This design comes from an exercise in tuning for small area, a short achievable clock period and few clock cycles per item on the open sky130 flow, not from production work.
Where RTL was checked, it was by simulation tests only, not by an equivalence proof against the original.

// atan
module atan
(
    input                       clk         ,
    input                       rst_n       ,
    input                       trig        ,
    output                      vld         ,
    input       signed  [16:0]  para_in     ,
    output      signed  [11:0]  atany
);
==> module atan, before the edit <==
module atan
(
    input                       clk         ,
    input                       rst_n       ,
    input                       trig        ,
    output                      vld         ,
    input       signed  [16:0]  para_in     ,
    output      signed  [11:0]  atany
);
reg         busy;
reg         vld_r;
reg  [8:1]  clr;     
reg  [18:0] x;
reg  [19:2] z;
reg  [11:1] acc;     
wire [8:0]  ct  = {clr, 1'b1};
wire [8:0]  h   = ct & ~{1'b0, ct[8:1]};      
always @(posedge clk or negedge rst_n)
    if (!rst_n) begin
        busy  <= 1'b0;
        vld_r <= 1'b0;
    end else begin
        busy  <= trig | (busy & ~clr[8]);
        vld_r <= busy & clr[8];
    end
assign vld = vld_r;
wire        s   = para_in[16];
wire [18:0] p4  = {para_in, 2'b00};
wire [18:0] y0  = s ? p4 + 19'd1024 : p4 - 19'd1024;
wire [18:0] x0  = s ? 19'd1024 - p4 : 19'd1024 + p4;
wire        d   = ~z[19];
wire [19:0] zf  = {z, 2'b00};
wire [18:0] xm  = {x[18:1] & {10'h3FF, ~clr}, 1'b0};
wire [19:0] zn  = {zf[18:0], 1'b0} + ({1'b0, xm} ^ {20{d}}) + d;
wire [18:0] za  = zf[18:0] ^ {19{zf[19]}};
wire [33:0] ze  = {15'd0, za};
reg  [18:0] ty;
integer i, j;
always @(*) begin
    ty = 19'd0;
    for (i = 0; i < 8; i = i + 1)
        for (j = 0; j < 19; j = j + 1)
            ty[j] = ty[j] | (h[i] & ze[j + 2*i + 1]);
end
wire [18:0] xn  = x + ty + !d;
wire [11:0] k2  = ({12{h[0]}} & 12'd950) | ({12{h[1]}} & 12'd502) | ({12{h[2]}} & 12'd254)
                | {4'd0, h[3], h[4], h[5], h[6], h[7], h[8], 2'd0};
wire [11:1] accn = acc + (k2[11:1] & {11{d}});
always @(posedge clk) begin
    clr <= trig ? 8'd0 : {clr[7:1], 1'b1};
    x   <= trig ? x0 : xn;
    z   <= trig ? {y0[18], y0[18:2]} : zn[19:2];
    acc <= trig ? (s ? 11'd1156 : 11'd1960) : accn;
end
wire        d9 = ~z[19];
wire [11:1] a1 = acc + 11'd1;
assign atany = {d9 ? a1 : acc, 1'b0};
endmodule
==> flow/config.mk <==
export PLATFORM = sky130hd
export DESIGN_NAME = atan
export DESIGN_NICKNAME = atan
export VERILOG_FILES = /design/flow/design.v
export SDC_FILE = /design/flow/constraint.sdc
export NUM_CORES = 4
export LEC_CHECK = 0
export ABC_AREA = 1
export CAP_MARGIN = 20
export CORE_MARGIN = 2
export CORE_UTILIZATION = 50
export SETUP_SLACK_MARGIN = 3
export SLEW_MARGIN = 20
==> flow/constraint.sdc <==
create_clock -name core_clock -period 6.0 [get_ports {clk}]
set_input_delay 1.2000 -clock core_clock [delete_from_list [all_inputs] [get_ports {clk}]]
set_output_delay 1.2000 -clock core_clock [all_outputs]
set_load 0.01 [all_outputs]
standard.sh (not shown) runs the stock make flow with config.mk's settings and CLKGATE_MAP_FILE= SYNTH_SCRIPT=/design/flow/synth_recipe.tcl, a recipe that flattens the netlist after the stock synthesis.
==> flow/flow/run.sh <==
#!/bin/bash
# Own layout flow: the standard flow (standard.sh, ORFS) with one change:
# the port buffers are the smallest buffer cell (every port still gets one).
# The make run writes its full output to a log of its own in this folder.
set -euo pipefail
here=$(pwd)
bash standard.sh \
  "BUFFER_PORTS_ARGS=-buffer_cell sky130_fd_sc_hd__buf_1" \
  finish > "$here/flow_make.log" 2>&1
Testbench counts at the start, summed over its fixed seeds: cycles 24,008, items 2,400.
==> next run, changes <==
--- a/flow/design.v
+++ b/flow/design.v
@@ -27,9 +27,9 @@
 wire        s   = para_in[16];
 wire [18:0] p4  = {para_in, 2'b00};
 wire [18:0] y0  = s ? p4 + 19'd1024 : p4 - 19'd1024;
 wire [18:0] x0  = s ? 19'd1024 - p4 : 19'd1024 + p4;
-wire        d   = ~z[19];
+reg         d;
 wire [19:0] zf  = {z, 2'b00};
 wire [18:0] xm  = {x[18:1] & {10'h3FF, ~clr}, 1'b0};
 wire [19:0] zn  = {zf[18:0], 1'b0} + ({1'b0, xm} ^ {20{d}}) + d;
 wire [18:0] za  = zf[18:0] ^ {19{zf[19]}};
@@ -49,10 +49,11 @@
 always @(posedge clk) begin
     clr <= trig ? 8'd0 : {clr[7:1], 1'b1};
     x   <= trig ? x0 : xn;
     z   <= trig ? {y0[18], y0[18:2]} : zn[19:2];
+    d   <= trig ? ~y0[18] : ~zn[19];
     acc <= trig ? (s ? 11'd1156 : 11'd1960) : accn;
 end
-wire        d9 = ~z[19];
+wire        d9 = d;
 wire [11:1] a1 = acc + 11'd1;
 assign atany = {d9 ? a1 : acc, 1'b0};
 endmodule
Outcome: Setup slack gets worse by 0.0037 ns. Routed wire length came out higher by 5.1%. Clock skew stays flat. Final area rose by 2.5%. Worst hold slack gains 0.011 ns. Via count climbs by 1.8%.
Function not checked in the second run of this note: the RTL went through the layout flow alone.

========
The RTL this note starts from:
==> flow/design.v <==
module atan
(
    input                       clk         ,
    input                       rst_n       ,
    input                       trig        ,
    output                      vld         ,
    input       signed  [16:0]  para_in     ,
    output      signed  [11:0]  atany
);
reg         busy;
reg         vld_r;
reg  [8:1]  clr;     
reg  [18:0] x;
reg  [19:2] z;
reg  [11:1] acc;     
wire [8:0]  ct  = {clr, 1'b1};
wire [8:0]  h   = ct & ~{1'b0, ct[8:1]};      
always @(posedge clk or negedge rst_n)
    if (!rst_n) begin
        busy  <= 1'b0;
        vld_r <= 1'b0;
    end else begin
        busy  <= trig | (busy & ~clr[8]);
        vld_r <= busy & clr[8];
    end
assign vld = vld_r;
wire        s   = para_in[16];
wire [18:0] p4  = {para_in, 2'b00};
wire [18:0] y0  = s ? p4 + 19'd1024 : p4 - 19'd1024;
wire [18:0] x0  = s ? 19'd1024 - p4 : 19'd1024 + p4;
wire        d   = ~z[19];
wire [19:0] zf  = {z, 2'b00};
wire [18:0] xm  = {x[18:1] & {10'h3FF, ~clr}, 1'b0};
wire [20:0] zc  = {zf[18:0], 1'b0, 1'b1} + {{1'b0, xm} ^ {20{d}}, d};
wire [19:0] zn  = zc[20:1];
wire [18:0] za  = zf[18:0] ^ {19{zf[19]}};
wire [33:0] ze  = {15'd0, za};
reg  [18:0] ty;
integer i, j;
always @(*) begin
    ty = 19'd0;
    for (i = 0; i < 8; i = i + 1)
        for (j = 0; j < 19; j = j + 1)
            ty[j] = ty[j] | (h[i] & ze[j + 2*i + 1]);
end
wire [19:0] xc  = {x, 1'b1} + {ty, !d};
wire [18:0] xn  = xc[19:1];
wire [11:0] k2  = ({12{h[0]}} & 12'd950) | ({12{h[1]}} & 12'd502) | ({12{h[2]}} & 12'd254)
                | {4'd0, h[3], h[4], h[5], h[6], h[7], h[8], 2'd0};
wire [11:1] accn = acc + (k2[11:1] & {11{d}});
always @(posedge clk) begin
    clr <= trig ? 8'd0 : {clr[7:1], 1'b1};
    x   <= trig ? x0 : xn;
    z   <= trig ? {y0[18], y0[18:2]} : zn[19:2];
    acc <= trig ? (s ? 11'd1156 : 11'd1960) : accn;
end
wire        d9 = ~z[19];
wire [11:1] a1 = acc + 11'd1;
assign atany = {d9 ? a1 : acc, 1'b0};
endmodule
Settings: LEC_CHECK=0, ABC_AREA=1, CAP_MARGIN=20, CORE_MARGIN=2, CORE_UTILIZATION=40, SETUP_SLACK_MARGIN=3, SLEW_MARGIN=20; clock period 6.0 ns.
run.sh (not shown) runs the stock make flow with config.mk's settings and CLKGATE_MAP_FILE= SYNTH_SCRIPT=/design/flow/synth_recipe.tcl, a recipe that flattens the netlist after the stock synthesis.
Stock flow here: none of the scripts above is used.
==> next run, changes <==
==> flow/design.v (replaced) <==
module atan
(
    input                       clk         ,
    input                       rst_n       ,
    input                       trig        ,
    output                      vld         ,
    input       signed  [16:0]  para_in     ,
    output      signed  [11:0]  atany
);
reg         busy;
reg         vld_r;
reg  [8:1]  clr;     
reg  [18:0] x;
reg  [19:2] z;
reg  [11:0] acc;     
wire [8:0]  ct  = {clr, 1'b1};
wire [8:0]  h   = ct & ~{1'b0, ct[8:1]};      
always @(posedge clk or negedge rst_n)
    if (!rst_n) begin
        busy  <= 1'b0;
        vld_r <= 1'b0;
    end else begin
        busy  <= trig | (busy & ~clr[8]);
        vld_r <= busy & clr[8];
    end
assign vld = vld_r;
wire        s   = para_in[16];
wire [18:0] p4  = {para_in, 2'b00};
wire [18:0] y0  = s ? p4 + 19'd1024 : p4 - 19'd1024;
wire [18:0] x0  = s ? 19'd1024 - p4 : 19'd1024 + p4;
wire        d   = ~z[19];
wire [19:0] zf  = {z, 2'b00};
wire [18:0] xm  = {x[18:1] & {10'h3FF, ~clr}, 1'b0};
wire [19:0] zn  = {zf[18:0], 1'b0} + ({1'b0, xm} ^ {20{d}}) + d;
wire [34:0] ze  = {{15{zf[19]}}, zf};
reg  [18:0] ty;
integer i, j;
always @(*) begin
    ty = 19'd0;
    for (i = 0; i < 8; i = i + 1)
        for (j = 0; j < 19; j = j + 1)
            ty[j] = ty[j] | (h[i] & ze[j + 2*i + 1]);
end
wire [18:0] xn  = x + (ty ^ {19{~d}}) + !d;
wire [11:0] k2  = ({12{h[0]}} & 12'd950) | ({12{h[1]}} & 12'd502) | ({12{h[2]}} & 12'd254)
                | {4'd0, h[3], h[4], h[5], h[6], h[7], h[8], 2'd0};
wire [11:0] accn = acc + (k2 & {12{d}});
always @(posedge clk) begin
    clr <= trig ? 8'd0 : {clr[7:1], 1'b1};
    x   <= trig ? x0 : xn;
    z   <= trig ? {y0[18], y0[18:2]} : zn[19:2];
    acc <= trig ? (s ? 12'd2312 : 12'd3920) : accn;
end
wire        d9 = ~z[19];
wire [11:0] a1 = acc + 12'd2;
assign atany = d9 ? a1 : acc;
endmodule
=> Worst hold slack gets better by 0.012 ns; global-route usage climbs by 0.81 points; final area drops by about 1.3%; sequential cell count is unchanged; wire length drops by about 1.3%.
Testbench counts after the change, summed over its fixed seeds: cycles 24,008, items 2,400.
For the first run of this note, only the layout was checked, not whether the RTL still works.

## afterwards: timing with drivers on the ports
No port has a modelled driver above. Below, the same layouts with a new extraction and two added sets of constraints. Step 1 sets driving cells, clkbuf_16 on the clock port and buf_2 on the other inputs (assumed; they add their load-dependent delay and slew). Step 2 adds t to the input delays and takes it off the output delays; t is the mean of the earliest and latest rising clock arrival at the registers after step 1. Input paths then give back, and output paths get back, about the clock's delay inside the block. a / b / c = ideal / step 1 / step 2; a / b = the first two.
| run | t, ns | slack for setup (ns) | worst setup path after step 2 | latest minus earliest clock arrival (ns) | worst slew at a driven data input, ns |
|---|---|---|---|---|---|
| the first run of note 1 | 0.384 | 3.094 / 3.052 / 2.970 | input to register | 0.009 / 0.009 | 0.04 |
| the second run of note 1 | 0.386 | 3.090 / 3.049 / 2.949 | input to register | 0.008 / 0.009 | 0.05 |
| the first run of note 2 | 0.385 | 3.045 / 3.003 / 2.812 | input to register | 0.006 / 0.006 | 0.03 |
| the second run of note 2 | 0.385 | 2.987 / 2.965 / 2.751 | input to register | 0.008 / 0.008 | 0.03 |
After both steps setup and hold are still met in every run listed. The setup slack of the second run of note 2, which loses most, moves by -0.022 ns with the drivers and by -0.236 ns with both steps.
